Background: an optimization exercise with open tools, aiming at small area and a short achievable clock period. Do not read the settings as production practice. Where RTL was checked, it was by simulation tests only, not by an equivalence proof against the original. Only the layout flow was run in runs 1 and 2; the RTL was not checked for function there.

==> design.v <==
module rca #(parameter W = 16) (
  input  [W-1:0] a, b,
  input          ci,
  output [W-1:0] s
);
  wire [W:0] c;
  assign c[0] = ci;
  genvar j;
  generate
    for (j = 0; j < W; j = j + 1) begin : b_
      assign s[j] = a[j] ^ b[j] ^ c[j];
      assign c[j+1] = (a[j] & b[j]) | (c[j] & (a[j] ^ b[j]));
    end
  endgenerate
endmodule
module cstage #(parameter I = 0) (
  input  [15:0] x,
  input  [14:0] nm,                            
  input         d,
  output [15:0] xn, wn
);
  wire [31:0] xe = {{16{x[15]}}, x};
  wire [31:0] ne = {17'h1ffff, nm};
  wire [15:0] xs = xe[15+I:I];                 
  wire [15:0] ns = ne[15+I:I];                 
  rca #(16) ax (.a(x), .b(~ns), .ci(d), .s(xn));             
  rca #(16) aw (.a({1'b1, nm}), .b(xs), .ci(1'b0), .s(wn));  
endmodule
module cstage_late #(parameter I = 12) (
  input  [15:0] x, w,
  input         d,
  output [15:0] xn, wn
);
  localparam L = 16 - I;   
  wire [14:0] nm = w[14:0] ^ {15{~w[15]}};
  wire [14:0] m = ~nm;
  wire [L-1:0] xl = {1'b0, x[L-2:0]} + {1'b0, m[14:I]} + {{(L-1){1'b0}}, d};
  wire cx = xl[L-1];
  wire [I:0] xu = x[15:L-1];
  wire [I:0] fx;
  wire [L:0] wl = {1'b0, nm[L-1:0]} + {1'b0, x[15:I]};
  wire e = x[15];
  wire [15-L:0] wu = {1'b1, nm[14:L]};
  wire inc = wl[L] & ~e;
  wire dec = ~wl[L] & e;
  wire [15-L:0] fw;
  genvar j;
  generate
    for (j = 0; j <= I; j = j + 1) begin : g
      if (j == 0) begin : z
        assign fx[j] = cx;
      end else begin : o
        assign fx[j] = cx & (&xu[j-1:0]);
      end
    end
    for (j = 0; j <= 15 - L; j = j + 1) begin : f
      if (j == 0) begin : z
        assign fw[j] = inc | dec;
      end else begin : o
        assign fw[j] = (inc & (&wu[j-1:0])) | (dec & ~(|wu[j-1:0]));
      end
    end
  endgenerate
  assign xn = {xu ^ fx, xl[L-2:0]};
  assign wn = {wu ^ fw, wl[L-1:0]};
endmodule
module cordic_vec(clk,a0,b0,r,ang);
  input signed [15:0] a0,b0;
  input clk;
  output signed [15:0] r,ang;
  reg [15:0] x0r;
  reg [14:0] n0r;
  reg d0r;
  always @(posedge clk) begin
    x0r <= a0;
    n0r <= b0[14:0] ^ {15{~b0[15]}};
    d0r <= b0[15];
  end
  genvar k;
  generate
    for (k = 1; k <= 13; k = k + 1) begin : st
      wire [15:0] xi, xo, wo;
      wire [14:0] ni;         
      wire di;                
      wire [k-1:0] dhi;
      reg [15:0] x, w;
      reg [k-1:0] dh;
      if (k == 1) begin : f
        assign xi = x0r;
        assign ni = n0r;
        assign di = d0r;
        assign dhi = di;
      end else begin : n
        assign xi = st[k-1].x;
        assign ni = st[k-1].w[14:0] ^ {15{~st[k-1].w[15]}};
        assign di = st[k-1].dh[k-2] ^ ~st[k-1].w[15];
        assign dhi = {di, st[k-1].dh};
      end
      cstage #(k-1) cs (.x(xi), .nm(ni), .d(di), .xn(xo), .wn(wo));
      always @(posedge clk) begin
        x <= xo;
        w <= wo;
        dh <= dhi;
      end
    end
  endgenerate
  wire d13 = st[13].dh[12] ^ ~st[13].w[15];
  wire [15:0] x14, w14, x15, w15;
  cstage_late #(13) cb (.x(st[13].x), .w(st[13].w), .d(d13), .xn(x14), .wn(w14));
  wire d14 = d13 ^ ~w14[15];
  cstage_late #(14) cc (.x(x14), .w(w14), .d(d14), .xn(x15), .wn(w15));
  wire d15 = d14 ^ ~w15[15];
  wire [15:0] x16 = x15 + {15'd0, d15};
  reg [15:0] xr;
  reg [15:0] dr;
  always @(posedge clk) begin
    xr <= x16;
    dr <= {d15, d14, d13, st[13].dh};
  end
  wire sc_1 = xr[11] ^ ~xr[9] ^ ~xr[7];
  wire sc_2 = (xr[11] & ~xr[9]) | (~xr[7] & (xr[11] ^ ~xr[9]));
  wire sc_3 = xr[5] ^ xr[2] ^ 1'b1;
  wire sc_4 = (xr[5] & xr[2]) | (1'b1 & (xr[5] ^ xr[2]));
  wire sc_5 = xr[12] ^ ~xr[10] ^ ~xr[8];
  wire sc_6 = (xr[12] & ~xr[10]) | (~xr[8] & (xr[12] ^ ~xr[10]));
  wire sc_7 = xr[6] ^ xr[3] ^ ~xr[0];
  wire sc_8 = (xr[6] & xr[3]) | (~xr[0] & (xr[6] ^ xr[3]));
  wire sc_9 = xr[13] ^ ~xr[11] ^ ~xr[9];
  wire sc_10 = (xr[13] & ~xr[11]) | (~xr[9] & (xr[13] ^ ~xr[11]));
  wire sc_11 = xr[7] ^ xr[4] ^ ~xr[1];
  wire sc_12 = (xr[7] & xr[4]) | (~xr[1] & (xr[7] ^ xr[4]));
  wire sc_13 = xr[14] ^ ~xr[12] ^ ~xr[10];
  wire sc_14 = (xr[14] & ~xr[12]) | (~xr[10] & (xr[14] ^ ~xr[12]));
  wire sc_15 = xr[8] ^ xr[5] ^ ~xr[2];
  wire sc_16 = (xr[8] & xr[5]) | (~xr[2] & (xr[8] ^ xr[5]));
  wire sc_17 = ~xr[0] ^ xr[15] ^ 1'b1;
  wire sc_18 = (~xr[0] & xr[15]) | (1'b1 & (~xr[0] ^ xr[15]));
  wire sc_19 = ~xr[15] ^ ~xr[13] ^ ~xr[11];
  wire sc_20 = (~xr[15] & ~xr[13]) | (~xr[11] & (~xr[15] ^ ~xr[13]));
  wire sc_21 = xr[9] ^ xr[6] ^ ~xr[3];
  wire sc_22 = (xr[9] & xr[6]) | (~xr[3] & (xr[9] ^ xr[6]));
  wire sc_23 = ~xr[1] ^ xr[15] ^ 1'b1;
  wire sc_24 = (~xr[1] & xr[15]) | (1'b1 & (~xr[1] ^ xr[15]));
  wire sc_25 = ~xr[14] ^ ~xr[12] ^ xr[10];
  wire sc_26 = (~xr[14] & ~xr[12]) | (xr[10] & (~xr[14] ^ ~xr[12]));
  wire sc_27 = xr[7] ^ ~xr[4] ^ ~xr[2];
  wire sc_28 = (xr[7] & ~xr[4]) | (~xr[2] & (xr[7] ^ ~xr[4]));
  wire sc_29 = xr[15] ^ ~xr[13] ^ xr[11];
  wire sc_30 = (xr[15] & ~xr[13]) | (xr[11] & (xr[15] ^ ~xr[13]));
  wire sc_31 = xr[8] ^ ~xr[5] ^ ~xr[3];
  wire sc_32 = (xr[8] & ~xr[5]) | (~xr[3] & (xr[8] ^ ~xr[5]));
  wire sc_33 = ~xr[0] ^ xr[15] ^ 1'b1;
  wire sc_34 = (~xr[0] & xr[15]) | (1'b1 & (~xr[0] ^ xr[15]));
  wire sc_35 = ~xr[14] ^ xr[12] ^ xr[9];
  wire sc_36 = (~xr[14] & xr[12]) | (xr[9] & (~xr[14] ^ xr[12]));
  wire sc_37 = ~xr[6] ^ ~xr[4] ^ ~xr[1];
  wire sc_38 = (~xr[6] & ~xr[4]) | (~xr[1] & (~xr[6] ^ ~xr[4]));
  wire sc_39 = xr[15] ^ xr[13] ^ xr[10];
  wire sc_40 = (xr[15] & xr[13]) | (xr[10] & (xr[15] ^ xr[13]));
  wire sc_41 = ~xr[7] ^ ~xr[5] ^ ~xr[2];
  wire sc_42 = (~xr[7] & ~xr[5]) | (~xr[2] & (~xr[7] ^ ~xr[5]));
  wire sc_43 = xr[14] ^ xr[11] ^ ~xr[8];
  wire sc_44 = (xr[14] & xr[11]) | (~xr[8] & (xr[14] ^ xr[11]));
  wire sc_45 = ~xr[6] ^ ~xr[3] ^ xr[0];
  wire sc_46 = (~xr[6] & ~xr[3]) | (xr[0] & (~xr[6] ^ ~xr[3]));
  wire sc_47 = ~xr[15] ^ xr[12] ^ ~xr[9];
  wire sc_48 = (~xr[15] & xr[12]) | (~xr[9] & (~xr[15] ^ xr[12]));
  wire sc_49 = ~xr[7] ^ ~xr[4] ^ xr[1];
  wire sc_50 = (~xr[7] & ~xr[4]) | (xr[1] & (~xr[7] ^ ~xr[4]));
  wire sc_51 = xr[13] ^ ~xr[10] ^ ~xr[8];
  wire sc_52 = (xr[13] & ~xr[10]) | (~xr[8] & (xr[13] ^ ~xr[10]));
  wire sc_53 = ~xr[5] ^ xr[2] ^ xr[0];
  wire sc_54 = (~xr[5] & xr[2]) | (xr[0] & (~xr[5] ^ xr[2]));
  wire sc_55 = xr[14] ^ ~xr[11] ^ ~xr[9];
  wire sc_56 = (xr[14] & ~xr[11]) | (~xr[9] & (xr[14] ^ ~xr[11]));
  wire sc_57 = ~xr[6] ^ xr[3] ^ xr[1];
  wire sc_58 = (~xr[6] & xr[3]) | (xr[1] & (~xr[6] ^ xr[3]));
  wire sc_59 = ~xr[15] ^ ~xr[12] ^ ~xr[10];
  wire sc_60 = (~xr[15] & ~xr[12]) | (~xr[10] & (~xr[15] ^ ~xr[12]));
  wire sc_61 = ~xr[7] ^ xr[4] ^ xr[2];
  wire sc_62 = (~xr[7] & xr[4]) | (xr[2] & (~xr[7] ^ xr[4]));
  wire sc_63 = ~xr[13] ^ ~xr[11] ^ ~xr[8];
  wire sc_64 = (~xr[13] & ~xr[11]) | (~xr[8] & (~xr[13] ^ ~xr[11]));
  wire sc_65 = xr[5] ^ xr[3] ^ 1'b1;
  wire sc_66 = (xr[5] & xr[3]) | (1'b1 & (xr[5] ^ xr[3]));
  wire sc_67 = ~xr[14] ^ ~xr[12] ^ ~xr[9];
  wire sc_68 = (~xr[14] & ~xr[12]) | (~xr[9] & (~xr[14] ^ ~xr[12]));
  wire sc_69 = xr[6] ^ xr[4] ^ 1'b1;
  wire sc_70 = (xr[6] & xr[4]) | (1'b1 & (xr[6] ^ xr[4]));
  wire sc_71 = xr[15] ^ ~xr[13] ^ ~xr[10];
  wire sc_72 = (xr[15] & ~xr[13]) | (~xr[10] & (xr[15] ^ ~xr[13]));
  wire sc_73 = ~xr[14] ^ ~xr[11] ^ xr[8];
  wire sc_74 = (~xr[14] & ~xr[11]) | (xr[8] & (~xr[14] ^ ~xr[11]));
  wire sc_75 = xr[15] ^ ~xr[12] ^ xr[9];
  wire sc_76 = (xr[15] & ~xr[12]) | (xr[9] & (xr[15] ^ ~xr[12]));
  wire sc_77 = ~xr[13] ^ xr[10] ^ xr[8];
  wire sc_78 = (~xr[13] & xr[10]) | (xr[8] & (~xr[13] ^ xr[10]));
  wire sc_79 = ~xr[14] ^ xr[11] ^ xr[9];
  wire sc_80 = (~xr[14] & xr[11]) | (xr[9] & (~xr[14] ^ xr[11]));
  wire sc_81 = xr[15] ^ xr[12] ^ xr[10];
  wire sc_82 = (xr[15] & xr[12]) | (xr[10] & (xr[15] ^ xr[12]));
  wire sc_83 = xr[13] ^ xr[11] ^ 1'b1;
  wire sc_84 = (xr[13] & xr[11]) | (1'b1 & (xr[13] ^ xr[11]));
  wire sc_85 = xr[14] ^ xr[12] ^ 1'b1;
  wire sc_86 = (xr[14] & xr[12]) | (1'b1 & (xr[14] ^ xr[12]));
  wire sc_87 = sc_2 ^ sc_4 ^ sc_5;
  wire sc_88 = (sc_2 & sc_4) | (sc_5 & (sc_2 ^ sc_4));
  wire sc_89 = sc_6 ^ sc_8 ^ sc_9;
  wire sc_90 = (sc_6 & sc_8) | (sc_9 & (sc_6 ^ sc_8));
  wire sc_91 = sc_11 ^ xr[15] ^ 1'b1;
  wire sc_92 = (sc_11 & xr[15]) | (1'b1 & (sc_11 ^ xr[15]));
  wire sc_93 = sc_10 ^ sc_12 ^ sc_13;
  wire sc_94 = (sc_10 & sc_12) | (sc_13 & (sc_10 ^ sc_12));
  wire sc_95 = sc_14 ^ sc_16 ^ sc_18;
  wire sc_96 = (sc_14 & sc_16) | (sc_18 & (sc_14 ^ sc_16));
  wire sc_97 = sc_19 ^ sc_21 ^ sc_23;
  wire sc_98 = (sc_19 & sc_21) | (sc_23 & (sc_19 ^ sc_21));
  wire sc_99 = sc_20 ^ sc_22 ^ sc_24;
  wire sc_100 = (sc_20 & sc_22) | (sc_24 & (sc_20 ^ sc_22));
  wire sc_101 = sc_25 ^ sc_27 ^ xr[15];
  wire sc_102 = (sc_25 & sc_27) | (xr[15] & (sc_25 ^ sc_27));
  wire sc_103 = sc_26 ^ sc_28 ^ sc_29;
  wire sc_104 = (sc_26 & sc_28) | (sc_29 & (sc_26 ^ sc_28));
  wire sc_105 = sc_30 ^ sc_32 ^ sc_34;
  wire sc_106 = (sc_30 & sc_32) | (sc_34 & (sc_30 ^ sc_32));
  wire sc_107 = sc_35 ^ sc_37 ^ xr[15];
  wire sc_108 = (sc_35 & sc_37) | (xr[15] & (sc_35 ^ sc_37));
  wire sc_109 = sc_36 ^ sc_38 ^ sc_39;
  wire sc_110 = (sc_36 & sc_38) | (sc_39 & (sc_36 ^ sc_38));
  wire sc_111 = sc_40 ^ sc_42 ^ sc_43;
  wire sc_112 = (sc_40 & sc_42) | (sc_43 & (sc_40 ^ sc_42));
  wire sc_113 = sc_45 ^ xr[15] ^ 1'b1;
  wire sc_114 = (sc_45 & xr[15]) | (1'b1 & (sc_45 ^ xr[15]));
  wire sc_115 = sc_44 ^ sc_46 ^ sc_47;
  wire sc_116 = (sc_44 & sc_46) | (sc_47 & (sc_44 ^ sc_46));
  wire sc_117 = sc_48 ^ sc_50 ^ sc_51;
  wire sc_118 = (sc_48 & sc_50) | (sc_51 & (sc_48 ^ sc_50));
  wire sc_119 = sc_53 ^ xr[15] ^ 1'b1;
  wire sc_120 = (sc_53 & xr[15]) | (1'b1 & (sc_53 ^ xr[15]));
  wire sc_121 = sc_52 ^ sc_54 ^ sc_55;
  wire sc_122 = (sc_52 & sc_54) | (sc_55 & (sc_52 ^ sc_54));
  wire sc_123 = sc_56 ^ sc_58 ^ sc_59;
  wire sc_124 = (sc_56 & sc_58) | (sc_59 & (sc_56 ^ sc_58));
  wire sc_125 = sc_60 ^ sc_62 ^ sc_63;
  wire sc_126 = (sc_60 & sc_62) | (sc_63 & (sc_60 ^ sc_62));
  wire sc_127 = sc_64 ^ sc_66 ^ sc_67;
  wire sc_128 = (sc_64 & sc_66) | (sc_67 & (sc_64 ^ sc_66));
  wire sc_129 = sc_68 ^ sc_70 ^ sc_71;
  wire sc_130 = (sc_68 & sc_70) | (sc_71 & (sc_68 ^ sc_70));
  wire sc_131 = sc_72 ^ sc_73 ^ xr[6];
  wire sc_132 = (sc_72 & sc_73) | (xr[6] & (sc_72 ^ sc_73));
  wire sc_133 = sc_74 ^ sc_75 ^ xr[7];
  wire sc_134 = (sc_74 & sc_75) | (xr[7] & (sc_74 ^ sc_75));
  wire sc_135 = sc_76 ^ sc_77 ^ 1'b1;
  wire sc_136 = (sc_76 & sc_77) | (1'b1 & (sc_76 ^ sc_77));
  wire sc_137 = sc_78 ^ sc_79 ^ 1'b1;
  wire sc_138 = (sc_78 & sc_79) | (1'b1 & (sc_78 ^ sc_79));
  wire sc_139 = sc_86 ^ ~xr[15] ^ xr[13];
  wire sc_140 = (sc_86 & ~xr[15]) | (xr[13] & (sc_86 ^ ~xr[15]));
  wire sc_141 = sc_88 ^ sc_89 ^ sc_91;
  wire sc_142 = (sc_88 & sc_89) | (sc_91 & (sc_88 ^ sc_89));
  wire sc_143 = sc_90 ^ sc_92 ^ sc_93;
  wire sc_144 = (sc_90 & sc_92) | (sc_93 & (sc_90 ^ sc_92));
  wire sc_145 = sc_94 ^ sc_95 ^ sc_97;
  wire sc_146 = (sc_94 & sc_95) | (sc_97 & (sc_94 ^ sc_95));
  wire sc_147 = sc_96 ^ sc_98 ^ sc_99;
  wire sc_148 = (sc_96 & sc_98) | (sc_99 & (sc_96 ^ sc_98));
  wire sc_149 = sc_100 ^ sc_102 ^ sc_103;
  wire sc_150 = (sc_100 & sc_102) | (sc_103 & (sc_100 ^ sc_102));
  wire sc_151 = sc_104 ^ sc_105 ^ sc_107;
  wire sc_152 = (sc_104 & sc_105) | (sc_107 & (sc_104 ^ sc_105));
  wire sc_153 = sc_106 ^ sc_108 ^ sc_109;
  wire sc_154 = (sc_106 & sc_108) | (sc_109 & (sc_106 ^ sc_108));
  wire sc_155 = sc_110 ^ sc_111 ^ sc_113;
  wire sc_156 = (sc_110 & sc_111) | (sc_113 & (sc_110 ^ sc_111));
  wire sc_157 = sc_112 ^ sc_114 ^ sc_115;
  wire sc_158 = (sc_112 & sc_114) | (sc_115 & (sc_112 ^ sc_114));
  wire sc_159 = sc_116 ^ sc_117 ^ sc_119;
  wire sc_160 = (sc_116 & sc_117) | (sc_119 & (sc_116 ^ sc_117));
  wire sc_161 = sc_118 ^ sc_120 ^ sc_121;
  wire sc_162 = (sc_118 & sc_120) | (sc_121 & (sc_118 ^ sc_120));
  wire sc_163 = sc_122 ^ sc_123 ^ sc_61;
  wire sc_164 = (sc_122 & sc_123) | (sc_61 & (sc_122 ^ sc_123));
  wire sc_165 = sc_124 ^ sc_125 ^ sc_65;
  wire sc_166 = (sc_124 & sc_125) | (sc_65 & (sc_124 ^ sc_125));
  wire sc_167 = sc_126 ^ sc_127 ^ sc_69;
  wire sc_168 = (sc_126 & sc_127) | (sc_69 & (sc_126 ^ sc_127));
  wire sc_169 = sc_128 ^ sc_129 ^ xr[7];
  wire sc_170 = (sc_128 & sc_129) | (xr[7] & (sc_128 ^ sc_129));
  wire sc_171 = sc_130 ^ sc_131 ^ 1'b1;
  wire sc_172 = (sc_130 & sc_131) | (1'b1 & (sc_130 ^ sc_131));
  wire sc_173 = sc_138 ^ sc_80 ^ sc_81;
  wire sc_174 = (sc_138 & sc_80) | (sc_81 & (sc_138 ^ sc_80));
  wire sc_175 = sc_140 ^ xr[14] ^ 1'b1;
  wire sc_176 = (sc_140 & xr[14]) | (1'b1 & (sc_140 ^ xr[14]));
  wire sc_177 = sc_142 ^ sc_143 ^ sc_15;
  wire sc_178 = (sc_142 & sc_143) | (sc_15 & (sc_142 ^ sc_143));
  wire sc_179 = sc_146 ^ sc_147 ^ sc_101;
  wire sc_180 = (sc_146 & sc_147) | (sc_101 & (sc_146 ^ sc_147));
  wire sc_181 = sc_148 ^ sc_149 ^ sc_31;
  wire sc_182 = (sc_148 & sc_149) | (sc_31 & (sc_148 ^ sc_149));
  wire sc_183 = sc_150 ^ sc_151 ^ 1'b1;
  wire sc_184 = (sc_150 & sc_151) | (1'b1 & (sc_150 ^ sc_151));
  wire sc_185 = sc_152 ^ sc_153 ^ sc_41;
  wire sc_186 = (sc_152 & sc_153) | (sc_41 & (sc_152 ^ sc_153));
  wire sc_187 = sc_156 ^ sc_157 ^ sc_49;
  wire sc_188 = (sc_156 & sc_157) | (sc_49 & (sc_156 ^ sc_157));
  wire sc_189 = sc_160 ^ sc_161 ^ sc_57;
  wire sc_190 = (sc_160 & sc_161) | (sc_57 & (sc_160 ^ sc_161));
  wire sc_191 = sc_168 ^ sc_169 ^ xr[5];
  wire sc_192 = (sc_168 & sc_169) | (xr[5] & (sc_168 ^ sc_169));
  wire sc_193 = sc_172 ^ sc_132 ^ sc_133;
  wire sc_194 = (sc_172 & sc_132) | (sc_133 & (sc_172 ^ sc_132));
  wire sc_195 = sc_174 ^ sc_82 ^ sc_83;
  wire sc_196 = (sc_174 & sc_82) | (sc_83 & (sc_174 ^ sc_82));
  wire sc_197 = sc_178 ^ sc_144 ^ sc_145;
  wire sc_198 = (sc_178 & sc_144) | (sc_145 & (sc_178 ^ sc_144));
  wire sc_199 = sc_180 ^ sc_181 ^ sc_33;
  wire sc_200 = (sc_180 & sc_181) | (sc_33 & (sc_180 ^ sc_181));
  wire sc_201 = sc_184 ^ sc_185 ^ xr[15];
  wire sc_202 = (sc_184 & sc_185) | (xr[15] & (sc_184 ^ sc_185));
  wire sc_203 = sc_186 ^ sc_154 ^ sc_155;
  wire sc_204 = (sc_186 & sc_154) | (sc_155 & (sc_186 ^ sc_154));
  wire sc_205 = sc_188 ^ sc_158 ^ sc_159;
  wire sc_206 = (sc_188 & sc_158) | (sc_159 & (sc_188 ^ sc_158));
  wire sc_207 = sc_190 ^ sc_162 ^ sc_163;
  wire sc_208 = (sc_190 & sc_162) | (sc_163 & (sc_190 ^ sc_162));
  wire sc_209 = sc_192 ^ sc_170 ^ sc_171;
  wire sc_210 = (sc_192 & sc_170) | (sc_171 & (sc_192 ^ sc_170));
  wire sc_211 = sc_194 ^ sc_134 ^ sc_135;
  wire sc_212 = (sc_194 & sc_134) | (sc_135 & (sc_194 ^ sc_134));
  wire sc_213 = sc_196 ^ sc_84 ^ sc_85;
  wire sc_214 = (sc_196 & sc_84) | (sc_85 & (sc_196 ^ sc_84));
  wire sc_215 = sc_198 ^ sc_179 ^ 1'b1;
  wire sc_216 = (sc_198 & sc_179) | (1'b1 & (sc_198 ^ sc_179));
  wire sc_217 = sc_200 ^ sc_182 ^ sc_183;
  wire sc_218 = (sc_200 & sc_182) | (sc_183 & (sc_200 ^ sc_182));
  wire sc_219 = sc_204 ^ sc_187 ^ xr[15];
  wire sc_220 = (sc_204 & sc_187) | (xr[15] & (sc_204 ^ sc_187));
  wire sc_221 = sc_206 ^ sc_189 ^ 1'b1;
  wire sc_222 = (sc_206 & sc_189) | (1'b1 & (sc_206 ^ sc_189));
  wire sc_223 = sc_208 ^ sc_164 ^ sc_165;
  wire sc_224 = (sc_208 & sc_164) | (sc_165 & (sc_208 ^ sc_164));
  wire sc_225 = sc_212 ^ sc_136 ^ sc_137;
  wire sc_226 = (sc_212 & sc_136) | (sc_137 & (sc_212 ^ sc_136));
  wire sc_227 = sc_224 ^ sc_166 ^ sc_167;
  wire sc_228 = (sc_224 & sc_166) | (sc_167 & (sc_224 ^ sc_166));
  wire [38:0] sc_229 = {1'b1, sc_176, sc_175, sc_214, sc_213, sc_195, sc_226, sc_225, sc_211, sc_210, sc_209, sc_228, sc_227, sc_223, sc_222, sc_221, sc_220, sc_219, sc_202, sc_218, sc_217, sc_216, sc_215, sc_197, sc_177, sc_141, sc_87, sc_1, 1'b0, 1'b1, 1'b1, 1'b1, 1'b1, 1'b1, 1'b1, 1'b1, 1'b1, 1'b1, 1'b1};
  wire [38:0] sc_230 = {1'b0, ~xr[15], 1'b0, sc_139, 1'b0, 1'b0, sc_173, 1'b0, 1'b0, sc_193, 1'b0, sc_191, 1'b0, 1'b0, sc_207, 1'b0, sc_205, 1'b0, sc_203, sc_201, 1'b0, sc_199, 1'b0, 1'b0, sc_17, 1'b0, sc_7, sc_3, 1'b0, 1'b0, 1'b0, 1'b0, 1'b0, 1'b0, 1'b0, 1'b0, 1'b0, 1'b0, 1'b0};
  wire [38:0] sc_231 = sc_229 + sc_230;
  wire zs_1 = dr[6] ^ ~dr[12] ^ dr[13];
  wire zs_2 = (dr[6] & ~dr[12]) | (dr[13] & (dr[6] ^ ~dr[12]));
  wire zs_3 = ~dr[1] ^ ~dr[3] ^ dr[5];
  wire zs_4 = (~dr[1] & ~dr[3]) | (dr[5] & (~dr[1] ^ ~dr[3]));
  wire zs_5 = dr[4] ^ dr[11] ^ dr[12];
  wire zs_6 = (dr[4] & dr[11]) | (dr[12] & (dr[4] ^ dr[11]));
  wire zs_7 = ~dr[0] ^ ~dr[1] ^ dr[2];
  wire zs_8 = (~dr[0] & ~dr[1]) | (dr[2] & (~dr[0] ^ ~dr[1]));
  wire zs_9 = dr[3] ^ dr[10] ^ ~dr[13];
  wire zs_10 = (dr[3] & dr[10]) | (~dr[13] & (dr[3] ^ dr[10]));
  wire zs_11 = dr[2] ^ dr[3] ^ dr[8];
  wire zs_12 = (dr[2] & dr[3]) | (dr[8] & (dr[2] ^ dr[3]));
  wire zs_13 = dr[0] ^ dr[1] ^ dr[7];
  wire zs_14 = (dr[0] & dr[1]) | (dr[7] & (dr[0] ^ dr[1]));
  wire zs_15 = dr[2] ^ dr[5] ^ ~dr[8];
  wire zs_16 = (dr[2] & dr[5]) | (~dr[8] & (dr[2] ^ dr[5]));
  wire zs_17 = dr[4] ^ ~dr[7] ^ 1'b1;
  wire zs_18 = (dr[4] & ~dr[7]) | (1'b1 & (dr[4] ^ ~dr[7]));
  wire zs_19 = ~dr[1] ^ dr[2] ^ ~dr[5];
  wire zs_20 = (~dr[1] & dr[2]) | (~dr[5] & (~dr[1] ^ dr[2]));
  wire zs_21 = dr[0] ^ ~dr[4] ^ 1'b1;
  wire zs_22 = (dr[0] & ~dr[4]) | (1'b1 & (dr[0] ^ ~dr[4]));
  wire zs_23 = dr[1] ^ ~dr[3] ^ 1'b1;
  wire zs_24 = (dr[1] & ~dr[3]) | (1'b1 & (dr[1] ^ ~dr[3]));
  wire zs_25 = zs_1 ^ dr[14] ^ ~dr[15];
  wire zs_26 = (zs_1 & dr[14]) | (~dr[15] & (zs_1 ^ dr[14]));
  wire zs_27 = zs_2 ^ zs_3 ^ 1'b1;
  wire zs_28 = (zs_2 & zs_3) | (1'b1 & (zs_2 ^ zs_3));
  wire zs_29 = zs_4 ^ zs_5 ^ ~dr[14];
  wire zs_30 = (zs_4 & zs_5) | (~dr[14] & (zs_4 ^ zs_5));
  wire zs_31 = zs_6 ^ zs_7 ^ zs_9;
  wire zs_32 = (zs_6 & zs_7) | (zs_9 & (zs_6 ^ zs_7));
  wire zs_33 = zs_8 ^ zs_10 ^ dr[9];
  wire zs_34 = (zs_8 & zs_10) | (dr[9] & (zs_8 ^ zs_10));
  wire zs_35 = zs_12 ^ zs_13 ^ ~dr[10];
  wire zs_36 = (zs_12 & zs_13) | (~dr[10] & (zs_12 ^ zs_13));
  wire zs_37 = zs_14 ^ dr[6] ^ ~dr[9];
  wire zs_38 = (zs_14 & dr[6]) | (~dr[9] & (zs_14 ^ dr[6]));
  wire zs_39 = zs_18 ^ dr[3] ^ ~dr[6];
  wire zs_40 = (zs_18 & dr[3]) | (~dr[6] & (zs_18 ^ dr[3]));
  wire zs_41 = zs_24 ^ dr[0] ^ ~dr[2];
  wire zs_42 = (zs_24 & dr[0]) | (~dr[2] & (zs_24 ^ dr[0]));
  wire zs_43 = zs_30 ^ zs_31 ^ 1'b1;
  wire zs_44 = (zs_30 & zs_31) | (1'b1 & (zs_30 ^ zs_31));
  wire zs_45 = zs_32 ^ zs_33 ^ ~dr[12];
  wire zs_46 = (zs_32 & zs_33) | (~dr[12] & (zs_32 ^ zs_33));
  wire zs_47 = zs_34 ^ zs_11 ^ ~dr[11];
  wire zs_48 = (zs_34 & zs_11) | (~dr[11] & (zs_34 ^ zs_11));
  wire zs_49 = zs_38 ^ zs_15 ^ 1'b1;
  wire zs_50 = (zs_38 & zs_15) | (1'b1 & (zs_38 ^ zs_15));
  wire zs_51 = zs_40 ^ zs_19 ^ 1'b1;
  wire zs_52 = (zs_40 & zs_19) | (1'b1 & (zs_40 ^ zs_19));
  wire zs_53 = zs_50 ^ zs_16 ^ zs_17;
  wire zs_54 = (zs_50 & zs_16) | (zs_17 & (zs_50 ^ zs_16));
  wire zs_55 = zs_52 ^ zs_20 ^ zs_21;
  wire zs_56 = (zs_52 & zs_20) | (zs_21 & (zs_52 ^ zs_20));
  wire zs_57 = zs_56 ^ zs_22 ^ zs_23;
  wire zs_58 = (zs_56 & zs_22) | (zs_23 & (zs_56 ^ zs_22));
  wire [15:0] zs_59 = {zs_58, zs_57, zs_55, zs_51, zs_54, zs_53, zs_49, zs_36, zs_48, zs_46, zs_44, zs_43, zs_28, zs_26, zs_25, 1'b1};
  wire [15:0] zs_60 = {zs_41, 1'b0, 1'b0, 1'b0, zs_39, 1'b0, 1'b0, zs_37, zs_35, zs_47, zs_45, 1'b0, zs_29, zs_27, 1'b0, 1'b0};
  wire [15:0] zs_61 = zs_59 + zs_60;
  reg [15:0] rr, angr;
  always @(posedge clk) begin
    rr <= sc_231[38:23];
    angr <= zs_61;
  end
  assign r = rr;
  assign ang = angr;
endmodule
==> flow/run.sh <==
#!/bin/bash
# The standard layout with two changes:
#  1. after the standard synthesis, flow/polarity.py re-balances the
#     inverters around full adders and XOR gates (each full adder may work on
#     complemented values, each XOR may become an XNOR); registers and all
#     other cells are untouched;
#  2. the port buffers are plain buffers (sky130_fd_sc_hd__buf_1) instead of
#     the delay cells buffer_ports picks by default.
set -euo pipefail
R=orfs/results/sky130hd/cordic_vec/base
bash standard.sh synth > standard_synth.log 2>&1
cp $R/1_2_yosys.v $R/1_2_yosys.standard.v
python3 flow/polarity.py $R/1_2_yosys.standard.v $R/1_2_yosys.v > polarity.log 2>&1
rm -f $R/1_synth.odb $R/1_synth.sdc
bash standard.sh "BUFFER_PORTS_ARGS=-buffer_cell sky130_fd_sc_hd__buf_1" finish > standard_flow.log 2>&1
==> flow/polarity.py <==
#!/usr/bin/env python3
"""Re-balance inverters around full adders and XOR gates in a mapped sky130hd
netlist (Yosys write_verilog output, flat, no assigns).

A full adder is self-dual, FA(~a,~b,~c) = (~sum,~cout), and an XOR/XNOR gate
absorbs an inversion on any pin by switching between XOR and XNOR.  The
script chooses, for every full adder, whether it works on the true or the
complemented values, and for every XOR/XNOR gate which polarity it outputs,
so that as few inverters as possible are needed; then it removes the old
inverters and inserts the needed ones.  Flip-flops and all other cells keep
exactly the signals they had.

usage: polarity.py in.v out.v
"""
import re, sys, collections

src = open(sys.argv[1]).read()
cell_re = re.compile(r'^\s*(sky130_fd_sc_hd__\w+)\s+(\S+)\s*\((.*?)\);\s*$', re.S | re.M)
pin_re = re.compile(r'\.(\w+)\(\s*(.*?)\s*\)(?=\s*[,)]|\s*$)', re.S)

OUT_PINS = {'Y', 'X', 'SUM', 'COUT', 'Q', 'Q_N', 'HI', 'LO'}
cells = []   # [type, name, {pin: net}, order]
for m in cell_re.finditer(src):
    t, n, body = m.group(1), m.group(2), m.group(3)
    pins = collections.OrderedDict()
    for pm in re.finditer(r'\.(\w+)\(([^()]*)\)', body):
        pins[pm.group(1)] = pm.group(2).strip()
    cells.append([t, n, pins, m.span()])

ports_out = set()
for m in re.finditer(r'^\s*output\s+(\[\d+:\d+\]\s+)?(\S+);', src, re.M):
    rng, name = m.group(1), m.group(2)
    if rng:
        hi, lo = map(int, re.findall(r'\d+', rng))
        for i in range(min(hi, lo), max(hi, lo) + 1):
            ports_out.add('%s[%d]' % (name, i))
    else:
        ports_out.add(name)

def short(t): return t.replace('sky130_fd_sc_hd__', '')
def is_inv(t): return re.match(r'sky130_fd_sc_hd__(inv|clkinv)_\d+$', t) is not None
def is_fa(t): return re.match(r'sky130_fd_sc_hd__fa_\d+$', t) is not None
def xor_kind(t):
    m = re.match(r'sky130_fd_sc_hd__(xor|xnor)([23])_(\d+)$', t)
    return m.groups() if m else None

driver = {}
for c in cells:
    for p, n in c[2].items():
        if p in OUT_PINS: driver[n] = c

# removable inverters: output is not a port
inv_in = {}
for c in cells:
    if is_inv(c[0]) and c[2]['Y'] not in ports_out:
        inv_in[c[2]['Y']] = c[2]['A']

def resolve(n):
    p = 0
    while n in inv_in:
        n = inv_in[n]; p ^= 1
    return n, p

# consumers: list of (cell, pin, base, parity)
kind = {}
for c in cells:
    if is_inv(c[0]) and c[2]['Y'] in inv_in: kind[id(c)] = 'rm'
    elif is_fa(c[0]): kind[id(c)] = 'fa'
    elif xor_kind(c[0]): kind[id(c)] = 'xor'
    else: kind[id(c)] = 'fix'

uses = collections.defaultdict(list)   # base -> [(cellidx, pin, parity)]
for ci, c in enumerate(cells):
    if kind[id(c)] == 'rm': continue
    for p, n in c[2].items():
        if p in OUT_PINS: continue
        if n.startswith("1'b") or n == '': continue
        b, par = resolve(n)
        uses[b].append((ci, p, par))
# port outputs driven through removable inverters would lose their driver:
for n in ports_out:
    assert n not in inv_in

# state
flip = [0] * len(cells)          # FA orientation
def prod_par(b):
    """parity (relative to the logical base) carried by the physical net b"""
    c = driver.get(b)
    if c is None: return 0
    k = kind[id(c)]
    if k == 'fa': return flip[cells.index(c)] if False else flip[cidx[id(c)]]
    return 0
cidx = {id(c): i for i, c in enumerate(cells)}
xor_out = {}   # base -> chosen parity for xor-driven bases
def demands(b):
    d = set()
    for ci, p, par in uses[b]:
        k = kind[id(cells[ci])]
        if k == 'xor': continue
        if k == 'fa': d.add(par ^ flip[ci])
        else: d.add(par)
    return d
def cost(b):
    d = demands(b)
    c = driver.get(b)
    if c is not None and kind[id(c)] == 'xor':
        return 1 if len(d) == 2 else 0
    P = prod_par(b)
    return 1 if (P ^ 1) in d else 0

bases = set(uses.keys())
fa_list = [i for i, c in enumerate(cells) if kind[id(c)] == 'fa']
def fa_bases(i):
    c = cells[i]
    s = set()
    for p in ('A', 'B', 'CIN'):
        n = c[2][p]
        if not n.startswith("1'b"): s.add(resolve(n)[0])
    for p in ('SUM', 'COUT'):
        s.add(c[2][p])
    return s
# outputs of FAs that drive ports cannot flip
noflip = set()
for i in fa_list:
    for p in ('SUM', 'COUT'):
        if cells[i][2][p] in ports_out: noflip.add(i)
    for p in ('A', 'B', 'CIN'):
        if cells[i][2][p].startswith("1'b"): noflip.add(i)

before = sum(cost(b) for b in bases)
fab = {i: fa_bases(i) for i in fa_list}
def greedy(order):
    improved = True; rounds = 0
    while improved and rounds < 50:
        improved = False; rounds += 1
        for i in order:
            if i in noflip: continue
            bs = fab[i]
            c0 = sum(cost(b) for b in bs)
            flip[i] ^= 1
            c1 = sum(cost(b) for b in bs)
            if c1 < c0: improved = True
            elif c1 == c0 and rnd.random() < 0.3: pass
            else: flip[i] ^= 1
    return rounds
import random
rnd = random.Random(1)
rounds = greedy(fa_list)
best = sum(cost(b) for b in bases); best_flip = list(flip)
# perturb and re-descend a few times (deterministic seed)
for it in range(300):
    for i in fa_list:
        if i not in noflip and rnd.random() < 0.1: flip[i] ^= 1
    greedy(fa_list if it % 2 else list(reversed(fa_list)))
    c = sum(cost(b) for b in bases)
    if c < best: best = c; best_flip = list(flip)
    else: flip[:] = best_flip
flip[:] = best_flip
after = sum(cost(b) for b in bases)
n_old = sum(1 for c in cells if kind[id(c)] == 'rm')
sys.stderr.write("inverters: removable %d, needed before %d, after %d (%d rounds)\n" % (n_old, before, after, rounds))

# rewrite
def esc(n):
    return n + ' ' if n.startswith('\\') else n
newnet = {}
extra = []
def inv_net(b):
    if b not in newnet:
        nn = 'pol_%d_' % len(newnet)
        newnet[b] = nn
        extra.append((nn, b))
    return newnet[b]
# physical parity of each base
phys = {}
for b in bases:
    c = driver.get(b)
    if c is not None and kind[id(c)] == 'xor':
        d = demands(b)
        phys[b] = min(d) if len(d) == 1 else 0
    else:
        phys[b] = prod_par(b)
def net_for(b, want):
    return b if phys.get(b, 0) == want else inv_net(b)
out = []
pos = 0
for ci, c in enumerate(cells):
    t, name, pins, (s, e) = c
    out.append(src[pos:s]); pos = e
    k = kind[id(c)]
    if k == 'rm':
        continue
    newpins = collections.OrderedDict()
    if k == 'xor':
        xk = xor_kind(t)
        tot = 1 if xk[0] == 'xnor' else 0
        for p, n in pins.items():
            if p in OUT_PINS:
                newpins[p] = n
                tot ^= phys.get(n, 0)
            elif n.startswith("1'b"):
                newpins[p] = n
            else:
                b, par = resolve(n)
                pb = phys.get(b, 0)
                newpins[p] = b          # physical b carries logical b ^ pb; want b ^ par
                tot ^= par ^ pb
        t = 'sky130_fd_sc_hd__%s%s_%s' % ('xnor' if tot else 'xor', xk[1], xk[2])
        outp = 'Y' if (tot and xk[1] == '2') else 'X'
        onet = [n for p, n in newpins.items() if p in OUT_PINS][0]
        newpins = collections.OrderedDict((p, n) for p, n in newpins.items() if p not in OUT_PINS)
        newpins[outp] = onet
    else:
        f = flip[ci] if k == 'fa' else 0
        for p, n in pins.items():
            if p in OUT_PINS or n.startswith("1'b"):
                newpins[p] = n
            else:
                b, par = resolve(n)
                newpins[p] = net_for(b, par ^ f)
    body = ",\n".join("    .%s(%s)" % (p, esc(n)) for p, n in newpins.items())
    out.append("%s %s (\n%s\n  );" % (t, name, body))
out.append(src[pos:])
txt = "".join(out)
decl = "".join("  wire %s;\n" % nn for nn, b in extra)
insts = "".join("  sky130_fd_sc_hd__inv_1 pol_inv_%d (\n    .A(%s),\n    .Y(%s)\n  );\n" % (i, esc(b), nn)
                for i, (nn, b) in enumerate(extra))
# declare the new wires after the port list and add the inverters before endmodule
txt = re.sub(r'(module\s+\w+\s*\([^;]*\);\n)', lambda m: m.group(1) + decl, txt, count=1)
idx = txt.rindex('endmodule')
txt = txt[:idx] + insts + txt[idx:]
open(sys.argv[2], 'w').write(txt)
sys.stderr.write("inverters written: %d (was %d)\n" % (len(extra), n_old))
==> standard.sh <==
#!/bin/bash
# synth_recipe.tcl (not shown) runs the flow's synth.tcl, then flattens the netlist and writes it again
# the make line also repeats each setting of config.mk as NAME=value (left out here)
make -C /OpenROAD-flow-scripts/flow DESIGN_CONFIG=/design/flow/config.mk WORK_HOME=/design/flow/orfs CLKGATE_MAP_FILE= SYNTH_SCRIPT=/design/flow/synth_recipe.tcl "${@:-finish}"
==> config.mk <==
export PLATFORM = sky130hd
export DESIGN_NAME = cordic_vec
export DESIGN_NICKNAME = cordic_vec
export VERILOG_FILES = /design/flow/design.v
export SDC_FILE = /design/flow/constraint.sdc
export NUM_CORES = 4
export LEC_CHECK = 0
export CAP_MARGIN = 20
export CORE_MARGIN = 2
export CORE_UTILIZATION = 40
export SLEW_MARGIN = 20
==> constraint.sdc <==
create_clock -name core_clock -period 32.0 [get_ports {clk}]
set_input_delay 6.4000 -clock core_clock [delete_from_list [all_inputs] [get_ports {clk}]]
set_output_delay 6.4000 -clock core_clock [all_outputs]
set_load 0.01 [all_outputs]
==> flow_summary.json, run 1 <==
{
  "cts_hold_buf": 0,
  "firstDrtPassIters": 4,
  "crit_arrival_ns": 9.71,
  "root_buffer": "clkbuf_16",
  "syn-cell-area_mm2": 0.0277,
  "regArea_mm2": 0.0121,
  "crit_path_end_kind": "flop",
  "drive_gt1_frac": 0.0674,
  "place_inst": 2954,
  "htree_levels": 2,
  "nets": 2684,
  "wl_um": 43300,
  "path_buf_inv": 2,
  "relSlewSlack": 0.353,
  "grt_max_degree": 37,
  "via_count": 13200,
  "maxSlewViolCount": 0,
  "row_count": 96,
  "gp_congestion": 0.873,
  "place_area_mm2": 0.0290,
  "fin_cells": 3067,
  "finalCritPeriodShare": 0.288,
  "hold_class": "reg -> reg",
  "status": "finished clean",
  "syn2layout_area_growth_pct": 12.4,
  "dp_hpwl_um": 35700,
  "holdWs_ns": 0.292,
  "finalHoldViolCount": 0,
  "drt_iter0_drc": 504,
  "groute.usage.overall": 0.129,
  "cts_tree": "done",
  "fin_tns_setup_ns": 0,
  "synth_area_per_cell_um2": 13.9,
  "start_kind": "flop",
  "yosysWarnings": 1,
  "crit_path_top_delay_cell": "nor3_2",
  "grt_pass1_vias": 15000,
  "tightest_slew_ns": 0.969,
  "synth.net_count": 2599,
  "grt_pass1_wl_um": 73900,
  "fin_crit_ns": 9.22,
  "final_common_cell": "dfxtp_1",
  "rsz0062_at_grt": "no",
  "clk_latency_ns": 0.64,
  "multi_input_area_mm2": 0.0147,
  "ant_nets": 0,
  "cap_violations": 0,
  "dieWidth_um": 267,
  "fmax_mhz": 108,
  "cp_top_family": "simple AND/OR/NAND/NOR gates",
  "viasPerCell": 4.32,
  "dieArea_mm2": 0.0715,
  "syn-instance-count": 1999,
  "die_y_um": 267,
  "antenna_found_initial": 3,
  "ctsResizeCount": 0,
  "io_buffers": 63,
  "fillers": 6124,
  "worstPathRequired_ns": 32.49,
  "final_area_mm2": 0.0312,
  "core_mm2": 0.0686,
  "finalClockSkew_ns": 0.0408,
  "drc": 0,
  "path_clk_slew_ns": 0.06,
  "crit_path_frequent_cell": "ha_1",
  "start_util": 0.404,
  "setup_viol": 0,
  "path_class": "reg -> reg",
  "cts-buffers-inserted": 59,
  "layout_common_cells": "602 x dfxtp_1, 420 x fa_1, 218 x inv_1",
  "clockBufferDepth": 3,
  "ios": 65,
  "routedWlPerCell_um": 14.1,
  "crit_path_max_incr_delay_ns": 0.62,
  "cts.sinks": 602,
  "fin_util": 0.455,
  "postCtsSetupBuffers": 0,
  "cp_max_fo": 36,
  "overflow": 0
}
[registers in the layout (all words and copies together), names as in the netlist]
| signal | cells |
|---|---|
| angr | 15 |
| st.x | 208 |
| st.dh | 91 |
| x0r | 16 |
| n0r | 15 |
| xr | 16 |
| rr | 16 |
| d0r | 1 |
| st.w | 208 |
| dr | 16 |
[layout make-up]
cell class                 count  area share
antenna                        1   0.0000802
clock inverter                32      0.0161
tap                          931      0.0374
multi-input combinational   1134       0.470
inverter                     218      0.0262
clock buffer                  80      0.0544
sequential                   602       0.386
timing repair buffer          69     0.00907
[final timing paths]
kind	startpoint	to	slack (ns)	cells past startpoint
max	st[13].w[15]	xr[14]	22.78	37
min	st[8].dh[0]	st[9].dh[0]	0.29	0
max reg2reg	st[13].w[15]	xr[14]	22.78	37
min reg2reg	st[8].dh[0]	st[9].dh[0]	0.29	0
[metal layers]
metal	wire length (µm)	track usage	vias up
met4	938	0.0360	4
met5	27	0	-
met3	1460	0.0234	77
met2	23000	0.235	133
met1	17900	0.155	6625
li1	-	-	6409
[through the flow]
stage	worst slack (ns)
floorplan	23.80
global placement	23.11
detailed placement	22.92
CTS	22.85
global route	21.91
finish	22.78
[worst register-to-register path: cells and delay by family, from the launching register on]
| kind | cells | cell delay (ns) |
|---|---|---|
| flip-flops | 1 | 0.30 |
| AND/OR/NAND/NOR | 13 | 3.52 |
| adder cells (fa/ha/maj) | 6 | 1.83 |
| AO/OA/AOI/OAI | 12 | 2.08 |
| buffers and inverters | 2 | 0.44 |
| XOR/XNOR | 4 | 0.95 |
==> inputs of run 2 (changes only) <==
--- a/config.mk
+++ b/config.mk
@@ -8,4 +8,6 @@
 export CAP_MARGIN = 20
 export CORE_MARGIN = 2
 export CORE_UTILIZATION = 40
+export CTS_CLUSTER_DIAMETER = 120
+export CTS_CLUSTER_SIZE = 30
 export SLEW_MARGIN = 20
==> run 2 against run 1 <==
Net effect: utilization is 2.3 points lower; design area is 5.0% lower; via count fell by 2.0%; die area stayed put; largest cell class unchanged; cell count is 2.8% lower; first-iteration DRC count down 7.5%; area after synthesis stayed put; sequential share of layout area is 2.0 points higher.
==> flow_summary.json, run 2 <==
{
  "status": "finished clean",
  "top_regs": "st.w x208, st.x x208, st.dh x91",
  "yosysWarnings": 1,
  "drt_iter0_drc": 466,
  "gp_congestion": 0.873,
  "cp_max_fo": 36,
  "crit_path_frequent_cell": "ha_1",
  "finalClockSkew_ns": 0.0281,
  "reg2reg_slack_ns": 22.77,
  "fin_cells": 2982,
  "drc": 0,
  "core_mm2": 0.0686,
  "start_kind": "flop",
  "wl_um": 42000,
  "fin_crit_ns": 9.23,
  "crit_path_end_kind": "flop",
  "grt_pass1_vias": 14600,
  "cts-buffers-inserted": 24,
  "viasPerCell": 4.36,
  "min_path_cells": 0,
  "dieArea_mm2": 0.0715,
  "nets": 2649,
  "relSlewSlack": 0.359,
  "clk_latency_ns": 0.59,
  "crit_arrival_ns": 9.71,
  "syn-instance-count": 1999,
  "regToRegStartpoint": "st[13].w[15]",
  "groute.usage.overall": 0.124,
  "reg2reg_to": "xr[14]",
  "hold_class": "reg -> reg",
  "final_area_mm2": 0.0296,
  "cts.sinks": 602,
  "worstPathRequired_ns": 32.48,
  "syn-cell-area_mm2": 0.0277,
  "synth.net_count": 2599,
  "die_y_um": 267,
  "ant_nets": 0,
  "path_class": "reg -> reg",
  "holdWs_ns": 0.313,
  "crit_path_top_delay_cell": "nor4_1",
  "fin_util": 0.432,
  "maxSlewViolCount": 0,
  "root_buffer": "clkbuf_16",
  "hold_end": "st[8].dh[4]",
  "via_count": 13000,
  "rsz0062_at_grt": "no",
  "syn2layout_area_growth_pct": 6.86,
  "fin_tns_setup_ns": 0,
  "synth_area_per_cell_um2": 13.9,
  "crit_path_max_incr_delay_ns": 0.62,
  "place_area_mm2": 0.0290,
  "dp_hpwl_um": 35700,
  "drive_gt1_frac": 0.0322,
  "clockBufferDepth": 3,
  "start_util": 0.404,
  "cts_tree": "done",
  "postCtsSetupBuffers": 0,
  "final_common_cell": "dfxtp_1",
  "cap_violations": 0,
  "dieWidth_um": 267,
  "layout_common_cells": "602 x dfxtp_1, 420 x fa_1, 218 x inv_1",
  "firstDrtPassIters": 4,
  "min_from": "st[7].dh[4]",
  "finalCritPeriodShare": 0.288,
  "reg2reg_depth": 37,
  "grt_pass1_wl_um": 72000,
  "row_count": 96,
  "fmax_mhz": 108,
  "path_clk_slew_ns": 0.12,
  "finalHoldViolCount": 0,
  "routedWlPerCell_um": 14.1,
  "setup_viol": 0,
  "tightest_slew_ns": 0.938,
  "post-place-ws_ns": 22.92,
  "grt_max_degree": 37,
  "setup_slack_ns": 22.77,
  "overflow": 0,
  "ios": 65,
  "place_inst": 2954,
  "antenna_found_initial": 3,
  "htree_levels": 1,
  "ctsResizeCount": 0,
  "io_buffers": 63,
  "cts_hold_buf": 0
}
==> run 2: critical path: cells and delay by family, from the launching register on <==
family                     cells  cell delay (ns)
and+or+nand+nor               13             3.56
AOI/OAI and AO/OA             12             2.08
adders and majority gates      6             1.82
xor gates and xnor gates       4             0.93
buffers and inverters          2             0.43
DFF                            1             0.33
==> run 2: how the worst max path moves through the flow <==
stage                            start  endpoint  slack (ns)  cells after the start
after floorplan           st[13].w[15]    xr[14]       23.80                     41
after global placement    st[13].w[15]    xr[14]       23.11                     37
after detailed placement  st[13].w[15]    xr[14]       22.92                     37
after CTS                 st[13].w[15]    xr[14]       22.85                     37
after global routing      st[13].w[15]    xr[14]       21.93                     37
final                     st[13].w[15]    xr[14]       22.77                     37
==> run 2: layout make-up <==
class                   count  area, µm²
clock inverters             3       52.6
inverters                 218        818
well taps                 931       1160
diodes                      1       2.50
flip-flops and latches    602      12100
multi-input cells        1134      14700
fillers                  6262      38900
clock buffers              24        601
repair buffers             69        283
==> run 2: per-layer routing <==
metal  vias up  global-route usage  routed length (µm)
li1       6280                   -                   -
met1      6571               0.155               17600
met2        85               0.232               22600
met3        49              0.0164                1090
met4         4              0.0210                 695
met5         -                   0                  27
==> inputs of run 3 (changes only) <==
--- a/design.v
+++ b/design.v
@@ -78,7 +78,7 @@
   end
   genvar k;
   generate
-    for (k = 1; k <= 13; k = k + 1) begin : st
+    for (k = 1; k <= 12; k = k + 1) begin : st
       wire [15:0] xi, xo, wo;
       wire [14:0] ni;         
       wire di;                
@@ -104,18 +104,28 @@
       end
     end
   endgenerate
-  wire d13 = st[13].dh[12] ^ ~st[13].w[15];
-  wire [15:0] x14, w14, x15, w15;
-  cstage_late #(13) cb (.x(st[13].x), .w(st[13].w), .d(d13), .xn(x14), .wn(w14));
-  wire d14 = d13 ^ ~w14[15];
-  cstage_late #(14) cc (.x(x14), .w(w14), .d(d14), .xn(x15), .wn(w15));
+  wire d12 = st[12].dh[11] ^ ~st[12].w[15];
+  wire [15:0] x13, w13, x14, w14;
+  cstage_late #(12) ca (.x(st[12].x), .w(st[12].w), .d(d12), .xn(x13), .wn(w13));
+  wire d13 = d12 ^ ~w13[15];
+  cstage_late #(13) cb (.x(x13), .w(w13), .d(d13), .xn(x14), .wn(w14));
+  reg [15:0] x14r, w14r;
+  reg [13:0] dh14r;
+  always @(posedge clk) begin
+    x14r <= x14;
+    w14r <= w14;
+    dh14r <= {d13, d12, st[12].dh};
+  end
+  wire d14 = dh14r[13] ^ ~w14r[15];
+  wire [15:0] x15, w15;
+  cstage_late #(14) cc (.x(x14r), .w(w14r), .d(d14), .xn(x15), .wn(w15));
   wire d15 = d14 ^ ~w15[15];
   wire [15:0] x16 = x15 + {15'd0, d15};
   reg [15:0] xr;
   reg [15:0] dr;
   always @(posedge clk) begin
     xr <= x16;
-    dr <= {d15, d14, d13, st[13].dh};
+    dr <= {d15, d14, dh14r};
   end
   wire sc_1 = xr[11] ^ ~xr[9] ^ ~xr[7];
   wire sc_2 = (xr[11] & ~xr[9]) | (~xr[7] & (xr[11] ^ ~xr[9]));
--- a/flow/run.sh
+++ b/flow/run.sh
@@ -4,7 +4,8 @@
 #     inverters around full adders and XOR gates (each full adder may work on
 #     complemented values, each XOR may become an XNOR); registers and all
 #     other cells are untouched;
-#  2. the port buffers are plain buffers (sky130_fd_sc_hd__buf_1) instead of
+#  2. flip-flops that drive 8 or more loads get the 4x drive strength;
+#  3. the port buffers are plain buffers (sky130_fd_sc_hd__buf_1) instead of
 #     the delay cells buffer_ports picks by default.
 set -euo pipefail
 R=orfs/results/sky130hd/cordic_vec/base
--- a/flow/polarity.py
+++ b/flow/polarity.py
@@ -182,6 +182,31 @@
         phys[b] = prod_par(b)
 def net_for(b, want):
     return b if phys.get(b, 0) == want else inv_net(b)
+# load count of every net after the rewrite (for flip-flop drive strength)
+loadcnt = collections.Counter()
+for ci, c in enumerate(cells):
+    k = kind[id(c)]
+    if k == 'rm': continue
+    f = flip[ci] if k == 'fa' else 0
+    for p, n in c[2].items():
+        if p in OUT_PINS or n.startswith("1'b"): continue
+        b, par = resolve(n)
+        if k == 'xor': loadcnt[b] += 1
+        else: loadcnt[net_for(b, par ^ f)] += 1
+for nn, b in extra: loadcnt[b] += 1
+# buffers are removed at floorplan: count the loads behind them
+bufout = collections.defaultdict(list)
+for c in cells:
+    if re.match(r'sky130_fd_sc_hd__(clk)?buf_\d+$', c[0]):
+        bufout[c[2]['A']].append(c[2]['X'])
+def tload(n, depth=0):
+    t = loadcnt[n]
+    if depth < 6:
+        for o in bufout.get(n, []):
+            t += tload(o, depth + 1) - 1
+    return t
+BIG = 8
+upsized = 0
 out = []
 pos = 0
 for ci, c in enumerate(cells):
@@ -218,6 +243,10 @@
             else:
                 b, par = resolve(n)
                 newpins[p] = net_for(b, par ^ f)
+        # a flip-flop that drives many loads gets a stronger drive
+        if t == 'sky130_fd_sc_hd__dfxtp_1' and tload(pins['Q']) >= BIG:
+            t = 'sky130_fd_sc_hd__dfxtp_4'
+            upsized += 1
     body = ",\n".join("    .%s(%s)" % (p, esc(n)) for p, n in newpins.items())
     out.append("%s %s (\n%s\n  );" % (t, name, body))
 out.append(src[pos:])
@@ -230,4 +259,4 @@
 idx = txt.rindex('endmodule')
 txt = txt[:idx] + insts + txt[idx:]
 open(sys.argv[2], 'w').write(txt)
-sys.stderr.write("inverters written: %d (was %d)\n" % (len(extra), n_old))
+sys.stderr.write("inverters written: %d (was %d); flip-flops upsized: %d\n" % (len(extra), n_old, upsized))
--- a/config.mk
+++ b/config.mk
@@ -8,6 +8,7 @@
 export CAP_MARGIN = 20
 export CORE_MARGIN = 2
 export CORE_UTILIZATION = 40
-export CTS_CLUSTER_DIAMETER = 120
-export CTS_CLUSTER_SIZE = 30
+export CTS_BUF_LIST = sky130_fd_sc_hd__clkbuf_8
+export CTS_CLUSTER_DIAMETER = 100
+export CTS_CLUSTER_SIZE = 20
 export SLEW_MARGIN = 20
==> run 3 against run 2 <==
Net effect: clock-buffer cell count grew 12; hold slack better by 0.0078 ns; global-route usage grew 0.056 points; critical path depth is 36 lower; worst setup slack better by 1.7 ns; utilization decreased by 0.30 points.
==> flow_summary.json, run 3 <==
{
  "groute.usage.overall": 0.125,
  "wl_um": 41400,
  "fin_util": 0.429,
  "cts.sinks": 603,
  "place_area_mm2": 0.0288,
  "drt_iter0_drc": 395,
  "cts-buffers-inserted": 36,
  "path_class": "reg -> out",
  "clockBufferDepth": 3,
  "status": "finished clean",
  "maxSlewViolCount": 0,
  "via_count": 12900,
  "place_inst": 2901,
  "tightest_slew_ns": 0.824,
  "drc": 0,
  "rsz0062_at_grt": "no",
  "grt_pass1_vias": 14700,
  "clk_latency_ns": 0.62,
  "crit_arrival_ns": 1.11,
  "top_regs": "st.w x192, st.x x192, st.dh x78",
  "cp_top_family": "flip-flops",
  "grt_pass1_wl_um": 71800,
  "fin_tns_setup_ns": 0,
  "crit_path_max_incr_delay_ns": 0.34,
  "grt_max_degree": 34,
  "final_common_cell": "dfxtp_1",
  "final_area_mm2": 0.0294,
  "ios": 65,
  "syn-cell-area_mm2": 0.0276,
  "drive_gt1_frac": 0.0425,
  "crit_cells": 1,
  "dieArea_mm2": 0.0711,
  "setup_slack_ns": 24.49,
  "crit_path_top_delay_cell": "dfxtp_1",
  "viasPerCell": 4.38,
  "path_cells": "buf_1",
  "layout_common_cells": "580 x dfxtp_1, 406 x fa_1, 226 x inv_1",
  "crit_path_end_kind": "primary output",
  "hold_class": "reg -> reg",
  "gp_congestion": 0.829,
  "holdWs_ns": 0.321,
  "postCtsSetupBuffers": 0,
  "die_y_um": 267,
  "syn-instance-count": 1993,
  "synth.net_count": 2575,
  "fmax_mhz": 133,
  "overflow": 0,
  "finalClockSkew_ns": 0.0203,
  "row_count": 96,
  "ant_nets": 0,
  "dieWidth_um": 267,
  "cts_hold_buf": 0,
  "antenna_cells": 0,
  "fin_crit_ns": 7.51,
  "antenna_found_initial": 1,
  "setup_viol": 0,
  "path_clk_slew_ns": 0.12,
  "finalHoldViolCount": 0,
  "path_buf_inv": 1,
  "start_kind": "flop",
  "synth_area_per_cell_um2": 13.8,
  "routedWlPerCell_um": 14.0,
  "root_buffer": "clkbuf_8",
  "core_mm2": 0.0685,
  "cap_violations": 0,
  "worstPathRequired_ns": 25.60,
  "fin_cells": 2954,
  "min_path_cells": 0,
  "relSlewSlack": 0.449,
  "firstDrtPassIters": 4,
  "ctsResizeCount": 0,
  "syn2layout_area_growth_pct": 6.46,
  "finalCritPeriodShare": 0.235,
  "dp_hpwl_um": 34500,
  "reg2reg_slack_ns": 24.88,
  "yosysWarnings": 1,
  "io_buffers": 63,
  "start_util": 0.403,
  "htree_levels": 2,
  "post-place-ws_ns": 24.48,
  "nets": 2639,
  "cp_max_fo": 1,
  "reg2reg_depth": 17,
  "cts_tree": "done"
}
==> run 3: area by class of cell <==
| type | instances | area (µm²) |
|---|---|---|
| Fill cell | 6345 | 39100 |
| Multi-Input combinational cell | 1139 | 14500 |
| Sequential cell | 603 | 12200 |
| Tap cell | 882 | 1100 |
| Inverter | 214 | 803 |
| Clock buffer | 36 | 495 |
| Timing Repair Buffer | 63 | 238 |
| Clock inverter | 17 | 119 |
==> run 3: path summary, 6_finish.rpt <==
path	start	endpoint
worst max-delay path	angr[3]	ang[3]
worst min-delay path	st[12].dh[4]	dh14r[4]
worst min register to register	st[12].dh[4]	dh14r[4]
worst max register to register	n0r[0]	st[1].x[15]
==> run 3: metal layers <==
metal  part of all wire  track usage  wire length, µm
met5                  0            0                0
met4              0.017       0.0270              684
met3              0.031       0.0235             1300
met2               0.54        0.233            22400
met1               0.41        0.148            17000
==> inputs of run 4 (changes only) <==
--- a/config.mk
+++ b/config.mk
@@ -8,7 +8,6 @@
 export CAP_MARGIN = 20
 export CORE_MARGIN = 2
 export CORE_UTILIZATION = 40
-export CTS_BUF_LIST = sky130_fd_sc_hd__clkbuf_8
-export CTS_CLUSTER_DIAMETER = 100
-export CTS_CLUSTER_SIZE = 20
+export CTS_CLUSTER_DIAMETER = 120
+export CTS_CLUSTER_SIZE = 30
 export SLEW_MARGIN = 20
==> run 4 against run 3 <==
Net effect: hold slack better by 0.0066 ns; cell count down 0.54%; flip-flop and latch count unchanged; first-iteration DRC count down 15%; still clean on timing, DRC and antenna; design area up 0.28%; clock skew up 0.010 ns; wire length down 1.1%.
==> flow_summary.json, run 4 <==
{
  "status": "finished clean",
  "fin_util": 0.430,
  "antenna_cells": 0,
  "drive_gt1_frac": 0.0360,
  "viasPerCell": 4.38,
  "finalCritPeriodShare": 0.233,
  "path_class": "reg -> out",
  "syn-instance-count": 1993,
  "grt_pass1_vias": 14600,
  "synth.net_count": 2575,
  "cts.sinks": 603,
  "hold_class": "reg -> reg",
  "rsz0062_at_grt": "no",
  "row_count": 96,
  "cts_hold_buf": 0,
  "holdWs_ns": 0.328,
  "cts_tree": "done",
  "reg2reg_slack_ns": 24.89,
  "dieArea_mm2": 0.0711,
  "path_clk_slew_ns": 0.11,
  "top_regs": "st.w x192, st.x x192, st.dh x78",
  "clockBufferDepth": 3,
  "crit_path_end_kind": "primary output",
  "final_common_cell": "dfxtp_1",
  "routedWlPerCell_um": 13.9,
  "firstDrtPassIters": 4,
  "crit_path_top_delay_cell": "dfxtp_1",
  "clk_latency_ns": 0.59,
  "core_mm2": 0.0685,
  "maxSlewViolCount": 0,
  "ios": 65,
  "setup_viol": 0,
  "overflow": 0,
  "synth_area_per_cell_um2": 13.8,
  "start_util": 0.403,
  "cp_max_fo": 1,
  "worstPathRequired_ns": 25.60,
  "crit_arrival_ns": 1.07,
  "yosysWarnings": 1,
  "drt_iter0_drc": 334,
  "wl_um": 41000,
  "cap_violations": 0,
  "fmax_mhz": 134,
  "syn2layout_area_growth_pct": 6.75,
  "drc": 0,
  "start_kind": "flop",
  "via_count": 12900,
  "cts-buffers-inserted": 24,
  "io_buffers": 63,
  "dp_hpwl_um": 34500,
  "fin_crit_ns": 7.47,
  "finalClockSkew_ns": 0.0302,
  "groute.usage.overall": 0.122,
  "syn-cell-area_mm2": 0.0276,
  "layout_common_cells": "580 x dfxtp_1, 406 x fa_1, 214 x inv_1",
  "antenna_found_initial": 2,
  "finalHoldViolCount": 0,
  "nets": 2627,
  "path_cells": "buf_1",
  "postCtsSetupBuffers": 0,
  "ctsResizeCount": 0,
  "cp_top_family": "flip-flops",
  "grt_max_degree": 34,
  "die_y_um": 267,
  "relSlewSlack": 0.447,
  "crit_path_max_incr_delay_ns": 0.34,
  "fin_tns_setup_ns": 0,
  "path_buf_inv": 1,
  "gp_congestion": 0.829,
  "grt_pass1_wl_um": 71200,
  "tightest_slew_ns": 0.827,
  "dieWidth_um": 267,
  "htree_levels": 1,
  "root_buffer": "clkbuf_16",
  "ant_nets": 0
}
run 4: cell count changes in the layout (fill, tap and decap cells not counted), sizes merged:
cell      change
clkinvlp      -1
inv          -13
clkbuf        -2
bufinv        -1
clkinv        +1
run 4: area by class of cell:
cell class                      count  area (µm²)
Clock inverter                      3        58.8
Multi-Input combinational cell   1139       14500
Fill cell                        6322       39000
Timing Repair Buffer               63         238
Clock buffer                       34         638
Inverter                          214         803
Tap cell                          882        1100
Sequential cell                   603       12200
run 4: path summary, 6_finish.rpt:
check                             startpoint            to  depth (start not counted)
worst min-delay path            st[10].dh[2]  st[11].dh[2]                          0
worst max register to register        n0r[0]   st[1].x[15]                         17
worst min register to register  st[10].dh[2]  st[11].dh[2]                          0
worst max-delay path                 angr[3]        ang[3]                          1
run 4: through the flow:
stage	area (µm²)	instances	setup WS, ns
3_5_place_dp	28800	2901	24.48
5_1_grt	29500	2938	24.46
4_1_cts	29500	2938	24.47
3_3_place_gp	28800	2901	24.57
2_1_floorplan	27600	1993	24.47
6_report	29500	2938	24.53
run 4: layer usage:
metal	vias up	wire (µm)	global-route usage
li1	6256	-	-
met1	6477	16900	0.148
met2	86	22400	0.233
met3	44	985	0.0170
met4	2	725	0.0220
met5	-	7	0

[what the ideal ports hide]
Ports are ideal in the flow. The routed layouts listed here were re-timed in OpenROAD. Step 1 assumes that a clkbuf_16 drives the clock port and a buf_2 every other input. Step 2 also shifts input and output timing later by t, the mid clock arrival at the registers, as if the neighbouring blocks saw the same clock. a / b / c = ideal ports / drivers / drivers and shift; a / b = the first two.
run | t (ns) | setup WS [ns] | worst hold slack (ns) | latest minus earliest clock arrival (ns) | worst slew at a driven data input, ns
run 1 | 0.676 | 22.779 / 22.779 / 22.779 | 0.292 / 0.292 / 0.292 | 0.047 / 0.048 | 0.04
run 2 | 0.630 | 22.771 / 22.771 / 22.771 | 0.313 / 0.313 / 0.313 | 0.036 / 0.036 | 0.04
run 3 | 0.668 | 24.491 / 24.439 / 24.885 | 0.321 / 0.321 / 0.321 | 0.032 / 0.032 | 0.04
run 4 | 0.639 | 24.530 / 24.475 / 24.892 | 0.328 / 0.328 / 0.328 | 0.046 / 0.046 | 0.04
After both steps every run listed still meets setup and hold.
